This design comes from an exercise in tuning for small area, a short achievable clock period and few clock cycles on the open sky130 flow, not from production work.
RTL that was checked went through simulation tests only; none was proved equivalent to the original.
No activity file was given, so power comes from the tool's default toggle rates.

==> flow/design.v <==
module sign_extend(
	input [15:0] imm,
	output [31:0] ext
);
assign ext = {{16{imm[15]}}, imm};
endmodule
module reg_file(
	input clk,
	input [31:0] r1_sel,
	input [31:0] r2_sel,
	input [4:0] r3_addr,
	input [31:0] r3_din,
	input r3_wr,
	output reg [31:0] r1_dout,
	output reg [31:0] r2_dout
);
reg [31:0] rf [0:31];
integer i;
always @(posedge clk)
	if (r3_wr)
		rf[r3_addr] <= r3_din;
always @(*) begin
	r1_dout = 32'd0;
	r2_dout = 32'd0;
	for (i = 0; i < 32; i = i + 1) begin
		r1_dout = r1_dout | ({32{r1_sel[i]}} & rf[i]);
		r2_dout = r2_dout | ({32{r2_sel[i]}} & rf[i]);
	end
end
endmodule
module alu(
	input [31:0] alu_a,
	input [31:0] alu_b,
	output [31:0] alu_out,
	output gtz
);
assign alu_out = alu_a + alu_b;
wire zero = ((alu_a ^ alu_b) == {alu_a[30:0] | alu_b[30:0], 1'b0});
assign gtz = ~alu_out[31] & ~zero;
endmodule
module pc(
	input [31:0] word,
	input [5:0] wpc,
	output redir,
	output [5:0] tgt
);
wire is_j = word[31:26] == 6'b000010;
wire is_b = word[31:26] == 6'b000111;
assign redir = is_j | (is_b & word[15]);
assign tgt = is_j ? word[5:0] : wpc + word[5:0] + 6'd1;
endmodule
module cu(
	input [5:0] op,
	output is_add,    
	output is_addi,
	output is_lw,
	output is_sw,
	output is_bgtz
);
assign is_addi = op == 6'b001000;
assign is_add = (op == 6'b000000) | is_addi;
assign is_lw = op == 6'b100011;
assign is_sw = op == 6'b101011;
assign is_bgtz = op == 6'b000111;
endmodule
module top(
	input clk, rst_n,
	output [5:0] mem_raddr,
	input [31:0] mem_rdata,
	output mem_we,
	output [5:0] mem_waddr,
	output [31:0] mem_wdata
);
localparam NB = 4;               
reg [5:0]  raddr_q;      
reg        ra_fetch;     
reg [5:0]  npc;          
reg        fvalid;       
reg [5:0]  fpc;          
reg        fhit;         
reg [NB-1:0] bv;
reg [5:0]  btag [0:NB-1];
reg [5:0]  btgt [0:NB-1];
reg [1:0]  brr;          
reg        svalid;
reg [31:0] sk_word;
reg [5:0]  spc;
reg        sredir;
reg        dvalid;
reg [31:0] ir;
reg [31:0] dsel_a, dsel_b;
reg        fa_q, fb_q;   
reg [31:0] rv;           
reg [5:0]  dpc;
reg        dredir;       
reg        dpend;        
reg [5:0]  dtgt;         
reg        evalid;
reg        e_add, e_lw, e_sw, e_bgtz, e_j, e_pred;
reg [31:0] e_a, e_b;
reg [5:0]  e_maddr;
reg [4:0]  e_dest;
reg [5:0]  e_pc, e_tgt;
reg        we_q;         
reg        lwb;          
reg        kill;         
integer i;
wire       f_redir;
wire [5:0] f_tgt;
pc pd(.word(mem_rdata), .wpc(fpc), .redir(f_redir), .tgt(f_tgt));
wire       s_redir_unused;
wire [5:0] s_tgt;
pc pds(.word(sk_word), .wpc(spc), .redir(s_redir_unused), .tgt(s_tgt));
wire f_isb = mem_rdata[31:26] == 6'b000111;
wire [31:0] sum;
wire        gtz;
alu alu_1(.alu_a(e_a), .alu_b(e_b), .alu_out(sum), .gtz(gtz));
wire e_go = evalid & ~kill;
wire e_lw0 = e_go & e_lw;           
wire        rf_we = (e_go & e_add) | lwb;
wire [31:0] rf_wd = lwb ? mem_rdata : sum;
wire d_add, d_addi, d_lw, d_sw, d_bgtz;
cu dec(.op(ir[31:26]), .is_add(d_add), .is_addi(d_addi), .is_lw(d_lw),
       .is_sw(d_sw), .is_bgtz(d_bgtz));
wire d_j = ir[31:26] == 6'b000010;
wire [4:0] rs = ir[25:21];
wire [4:0] rt = ir[20:16];
wire [31:0] r1, r2;
reg_file register(
	.clk(clk),
	.r1_sel(dsel_a), .r2_sel(dsel_b),
	.r3_addr(e_dest), .r3_din(rf_wd), .r3_wr(rf_we),
	.r1_dout(r1), .r2_dout(r2)
);
wire [31:0] simm;
sign_extend se(.imm(ir[15:0]), .ext(simm));
wire fwd_a = fa_q;
wire fwd_b = fb_q;
wire [31:0] opa = fwd_a ? rf_wd : r1;
wire [31:0] opb = d_addi ? simm : fwd_b ? rf_wd : r2;
wire [5:0]  maddr_f = rf_wd[5:0] + ir[5:0];
wire [5:0]  maddr_r = r1[5:0] + ir[5:0];
wire [5:0]  maddr = fwd_a ? maddr_f : maddr_r;
wire dlive = dvalid & ~kill;
wire dfire = dlive & ~e_lw0;
wire flive = fvalid & ~kill;
wire sw_hit = (dvalid & (dpc == e_maddr)) | (svalid & (spc == e_maddr)) |
              (fvalid & (fpc == e_maddr)) | (ra_fetch & (raddr_q == e_maddr));
wire e_mis = e_go & ((e_bgtz & (gtz ^ e_pred)) | (e_sw & sw_hit));
wire [5:0] e_alt = (e_pred | e_sw) ? e_pc + 6'd1 : e_tgt;
reg [NB-1:0] bhit;
reg [5:0]    bsel;
always @(*) begin
	bsel = 6'd0;
	for (i = 0; i < NB; i = i + 1) begin
		bhit[i] = bv[i] & (btag[i] == raddr_q);
		bsel = bsel | ({6{bhit[i]}} & btgt[i]);
	end
end
wire bpred = ra_fetch & (|bhit);
wire [5:0] succ = !ra_fetch ? npc : bpred ? bsel : raddr_q + 6'd1;
wire req_lw = dfire & d_lw;
wire req_d  = dlive & dpend;
wire req_f  = flive & f_redir & ~fhit;
wire take_d = ~req_lw & req_d;                  
wire take_f = ~req_lw & ~req_d & req_f;
wire [5:0] seq_addr = take_d ? dtgt : take_f ? f_tgt : succ;
wire [5:0] ra_next = req_lw ? maddr : seq_addr;
reg [NB-1:0] bm_pc, bm_st;
always @(*)
	for (i = 0; i < NB; i = i + 1) begin
		bm_pc[i] = bv[i] & (btag[i] == e_pc);
		bm_st[i] = bv[i] & (btag[i] == e_maddr);
	end
wire b_ins = e_go & (e_j | (e_bgtz & gtz));
wire b_del = e_go & e_bgtz & ~gtz;
wire b_any = |bm_pc;
wire d_accept = ~dvalid | dfire;
wire [31:0] d_word = svalid ? sk_word : mem_rdata;    
wire [4:0] d_dest = (ir[31:26] == 6'b000000) ? ir[15:11] : rt;
wire [4:0] dest_next = dfire ? d_dest : e_dest;
wire       we_next = (dfire & d_add) | e_lw0;     
wire [4:0] rs_next = d_accept ? d_word[25:21] : rs;
wire [4:0] rt_next = d_accept ? d_word[20:16] : rt;
wire [31:0] rv_next = rv | ({31'd0, rf_we} << e_dest);
wire f_keep = flive & ~take_d;                  
wire f_pt = f_redir | (fhit & f_isb);           
always @(posedge clk or negedge rst_n)
	if (!rst_n) begin
		rv <= 32'd0;
		ra_fetch <= 1'b1;
		npc <= 6'd0;
		fvalid <= 1'b0;
		fhit <= 1'b0;
		svalid <= 1'b0;
		dvalid <= 1'b0;
		dpend <= 1'b0;
		evalid <= 1'b0;
		we_q <= 1'b0;
		lwb <= 1'b0;
		kill <= 1'b0;
		bv <= {NB{1'b0}};
		brr <= 2'd0;
	end else begin
		kill <= e_mis;
		lwb <= e_lw0;
		we_q <= dfire & d_sw & ~e_mis;
		evalid <= dfire;
		rv <= rv_next;
		if (req_lw)
			npc <= succ;
		ra_fetch <= e_mis | ~req_lw;
		fvalid <= ra_fetch & ~take_d & ~take_f;
		fhit <= bpred;
		if (kill) begin
			dvalid <= 1'b0;
			svalid <= 1'b0;
			dpend <= 1'b0;
		end else if (d_accept) begin
			if (svalid) begin
				dvalid <= ~take_d;
				dpend <= 1'b0;
				svalid <= f_keep;
			end else begin
				dvalid <= f_keep;
				dpend <= f_keep & req_f & req_lw;
			end
		end else begin
			if (take_d)
				dpend <= 1'b0;
			svalid <= f_keep;
		end
		if (we_q)
			bv <= bv & ~bm_st;
		else if (b_del)
			bv <= bv & ~bm_pc;
		else if (b_ins) begin
			if (!b_any) begin
				bv[brr] <= 1'b1;
				brr <= brr + 2'd1;
			end
		end
	end
always @(posedge clk)
	if (b_ins && !b_any) begin
		btag[brr] <= e_pc;
		btgt[brr] <= e_tgt;
	end
always @(posedge clk)
	raddr_q <= !rst_n ? 6'd0 : e_mis ? e_alt : ra_next;
always @(posedge clk) begin
	fpc <= raddr_q;
	e_pc <= dpc;
	e_tgt <= dtgt;
	e_a <= opa;
	e_b <= opb;
	e_maddr <= maddr;
	e_add <= d_add;
	e_lw <= d_lw;
	e_sw <= d_sw;
	e_bgtz <= d_bgtz;
	e_j <= d_j;
	e_pred <= dredir;
	if (dfire)
		e_dest <= d_dest;
	dsel_a <= (32'd1 << rs_next) & rv_next;
	dsel_b <= (32'd1 << rt_next) & rv_next;
	fa_q <= we_next & (dest_next == rs_next);
	fb_q <= we_next & (dest_next == rt_next);
	if (d_accept) begin
		if (svalid) begin
			ir <= sk_word;
			dpc <= spc;
			dredir <= sredir;
			dtgt <= s_tgt;
		end else begin
			ir <= mem_rdata;
			dpc <= fpc;
			dredir <= f_pt;
			dtgt <= f_tgt;
		end
	end
	if (svalid ? d_accept : ~d_accept) begin
		sk_word <= mem_rdata;
		spc <= fpc;
		sredir <= f_pt;
	end
end
assign mem_raddr = raddr_q;
assign mem_we = we_q;
assign mem_waddr = e_maddr;
assign mem_wdata = e_b;
endmodule
clock: 10.0 ns
lec_check: 0
abc_clock_period_in_ps: 3000
cap_margin: 20
core_margin: 2
core_utilization: 25
place_density: 0.45
setup_slack_margin: 5
slew_margin: 20
standard.sh (not shown) runs the stock make flow with config.mk's settings and CLKGATE_MAP_FILE= SYNTH_SCRIPT=/design/flow/synth_recipe.tcl, a recipe that flattens the netlist after the stock synthesis.
==> flow/flow/run.sh <==
#!/bin/bash
set -euo pipefail
bash standard.sh synth > synth.log 2>&1
bash standard.sh SETUP_SLACK_MARGIN=6.5 finish > layout.log 2>&1
Testbench counts at the start, summed over its fixed seeds: cycles 18,334.
Rerun with:
--- a/flow/design.v
+++ b/flow/design.v
@@ -40,16 +40,18 @@
 endmodule
 module pc(
 	input [31:0] word,
 	input [5:0] wpc,
 	output redir,
-	output [5:0] tgt
+	output [5:0] tgt,
+	output [5:0] tgt1
 );
 wire is_j = word[31:26] == 6'b000010;
 wire is_b = word[31:26] == 6'b000111;
 assign redir = is_j | (is_b & word[15]);
 assign tgt = is_j ? word[5:0] : wpc + word[5:0] + 6'd1;
+assign tgt1 = is_j ? word[5:0] + 6'd1 : wpc + word[5:0] + 6'd2;
 endmodule
 module cu(
 	input [5:0] op,
 	output is_add,    
 	output is_addi,
@@ -84,35 +86,35 @@
 reg [1:0]  brr;          
 reg        svalid;
 reg [31:0] sk_word;
 reg [5:0]  spc;
 reg        sredir;
+reg [5:0]  stgt, stgt1;
 reg        dvalid;
 reg [31:0] ir;
 reg [31:0] dsel_a, dsel_b;
 reg        fa_q, fb_q;   
 reg [31:0] rv;           
 reg [5:0]  dpc;
 reg        dredir;       
 reg        dpend;        
-reg [5:0]  dtgt;         
+reg [5:0]  dtgt, dtgt1;   
 reg        evalid;
 reg        e_add, e_lw, e_sw, e_bgtz, e_j, e_pred;
 reg [31:0] e_a, e_b;
 reg [5:0]  e_maddr;
 reg [4:0]  e_dest;
 reg [5:0]  e_pc, e_tgt;
+reg [5:0]  e_alt;        
+reg [5:0]  e_alt1;       
 reg        we_q;         
 reg        lwb;          
 reg        kill;         
 integer i;
 wire       f_redir;
-wire [5:0] f_tgt;
-pc pd(.word(mem_rdata), .wpc(fpc), .redir(f_redir), .tgt(f_tgt));
-wire       s_redir_unused;
-wire [5:0] s_tgt;
-pc pds(.word(sk_word), .wpc(spc), .redir(s_redir_unused), .tgt(s_tgt));
+wire [5:0] f_tgt, f_tgt1;
+pc pd(.word(mem_rdata), .wpc(fpc), .redir(f_redir), .tgt(f_tgt), .tgt1(f_tgt1));
 wire f_isb = mem_rdata[31:26] == 6'b000111;
 wire [31:0] sum;
 wire        gtz;
 alu alu_1(.alu_a(e_a), .alu_b(e_b), .alu_out(sum), .gtz(gtz));
 wire e_go = evalid & ~kill;
@@ -145,29 +147,31 @@
 wire dfire = dlive & ~e_lw0;
 wire flive = fvalid & ~kill;
 wire sw_hit = (dvalid & (dpc == e_maddr)) | (svalid & (spc == e_maddr)) |
               (fvalid & (fpc == e_maddr)) | (ra_fetch & (raddr_q == e_maddr));
 wire e_mis = e_go & ((e_bgtz & (gtz ^ e_pred)) | (e_sw & sw_hit));
-wire [5:0] e_alt = (e_pred | e_sw) ? e_pc + 6'd1 : e_tgt;
 reg [NB-1:0] bhit;
 reg [5:0]    bsel;
 always @(*) begin
 	bsel = 6'd0;
 	for (i = 0; i < NB; i = i + 1) begin
 		bhit[i] = bv[i] & (btag[i] == raddr_q);
 		bsel = bsel | ({6{bhit[i]}} & btgt[i]);
 	end
 end
 wire bpred = ra_fetch & (|bhit);
-wire [5:0] succ = !ra_fetch ? npc : bpred ? bsel : raddr_q + 6'd1;
+wire [5:0] succ  = bpred ? bsel : npc;
+wire [5:0] succ1 = bpred ? bsel + 6'd1 : npc + 6'd1;
 wire req_lw = dfire & d_lw;
 wire req_d  = dlive & dpend;
 wire req_f  = flive & f_redir & ~fhit;
 wire take_d = ~req_lw & req_d;                  
 wire take_f = ~req_lw & ~req_d & req_f;
 wire [5:0] seq_addr = take_d ? dtgt : take_f ? f_tgt : succ;
+wire [5:0] seq_addr1 = take_d ? dtgt1 : take_f ? f_tgt1 : succ1;
 wire [5:0] ra_next = req_lw ? maddr : seq_addr;
+wire [5:0] npc_next = req_lw ? succ : seq_addr1;
 reg [NB-1:0] bm_pc, bm_st;
 always @(*)
 	for (i = 0; i < NB; i = i + 1) begin
 		bm_pc[i] = bv[i] & (btag[i] == e_pc);
 		bm_st[i] = bv[i] & (btag[i] == e_maddr);
@@ -187,11 +191,11 @@
 wire f_pt = f_redir | (fhit & f_isb);           
 always @(posedge clk or negedge rst_n)
 	if (!rst_n) begin
 		rv <= 32'd0;
 		ra_fetch <= 1'b1;
-		npc <= 6'd0;
+		npc <= 6'd1;
 		fvalid <= 1'b0;
 		fhit <= 1'b0;
 		svalid <= 1'b0;
 		dvalid <= 1'b0;
 		dpend <= 1'b0;
@@ -205,12 +209,11 @@
 		kill <= e_mis;
 		lwb <= e_lw0;
 		we_q <= dfire & d_sw & ~e_mis;
 		evalid <= dfire;
 		rv <= rv_next;
-		if (req_lw)
-			npc <= succ;
+		npc <= e_mis ? e_alt1 : npc_next;
 		ra_fetch <= e_mis | ~req_lw;
 		fvalid <= ra_fetch & ~take_d & ~take_f;
 		fhit <= bpred;
 		if (kill) begin
 			dvalid <= 1'b0;
@@ -248,10 +251,12 @@
 	end
 always @(posedge clk)
 	raddr_q <= !rst_n ? 6'd0 : e_mis ? e_alt : ra_next;
 always @(posedge clk) begin
 	fpc <= raddr_q;
+	e_alt <= (dredir | d_sw) ? dpc + 6'd1 : dtgt;
+	e_alt1 <= (dredir | d_sw) ? dpc + 6'd2 : dtgt1;
 	e_pc <= dpc;
 	e_tgt <= dtgt;
 	e_a <= opa;
 	e_b <= opb;
 	e_maddr <= maddr;
@@ -270,22 +275,26 @@
 	if (d_accept) begin
 		if (svalid) begin
 			ir <= sk_word;
 			dpc <= spc;
 			dredir <= sredir;
-			dtgt <= s_tgt;
+			dtgt <= stgt;
+			dtgt1 <= stgt1;
 		end else begin
 			ir <= mem_rdata;
 			dpc <= fpc;
 			dredir <= f_pt;
 			dtgt <= f_tgt;
+			dtgt1 <= f_tgt1;
 		end
 	end
 	if (svalid ? d_accept : ~d_accept) begin
 		sk_word <= mem_rdata;
 		spc <= fpc;
 		sredir <= f_pt;
+		stgt <= f_tgt;
+		stgt1 <= f_tgt1;
 	end
 end
 assign mem_raddr = raddr_q;
 assign mem_we = we_q;
 assign mem_waddr = e_maddr;
Effect: Die area increases by 2.3%. Sequential share of layout area decreases by 1.3 points. Routed wire length increases by 5.6%. Global-route usage increases by 0.83 points. Critical path depth increases by 4. Setup slack gets worse by 50 ps. Final area increases by 4.5%. Register-to-register slack gets worse by 160 ps. Via count increases by 3.5%. Clock-buffer cell count increases by 2. Maximum frequency decreases by 1.4%. Total power increases by 7.2%.
The RTL of the second run of this note was laid out without a check of its function.

[afterwards: timing with drivers on the ports]
In the flow no input, the clock included, has a driving cell. The finished layouts below were timed again as built, in two steps. Step 1, drivers: a clkbuf_16 drives clk and a buf_2 each remaining input, both assumed. Step 2 adds t to the input delays and takes it off the output delays; t is the mean of the earliest and latest rising clock arrival at the registers after step 1. Input paths then give back, and output paths get back, about the clock's delay inside the block. a / b / c = ideal ports / drivers / drivers and shift; a / b = the first two.
run	shift t [ns]	setup WS [ns]	hold WS [ns]
the first run	0.905	6.326 / 6.390 / 5.484	0.351 / 0.351 / 0.351
the second run	0.930	6.276 / 6.276 / 5.524	0.406 / 0.406 / 0.406
After both steps setup and hold are still met in every run listed. The setup slack of the first run, which loses most, moves by +0.064 ns with the drivers and by -0.842 ns with both steps.
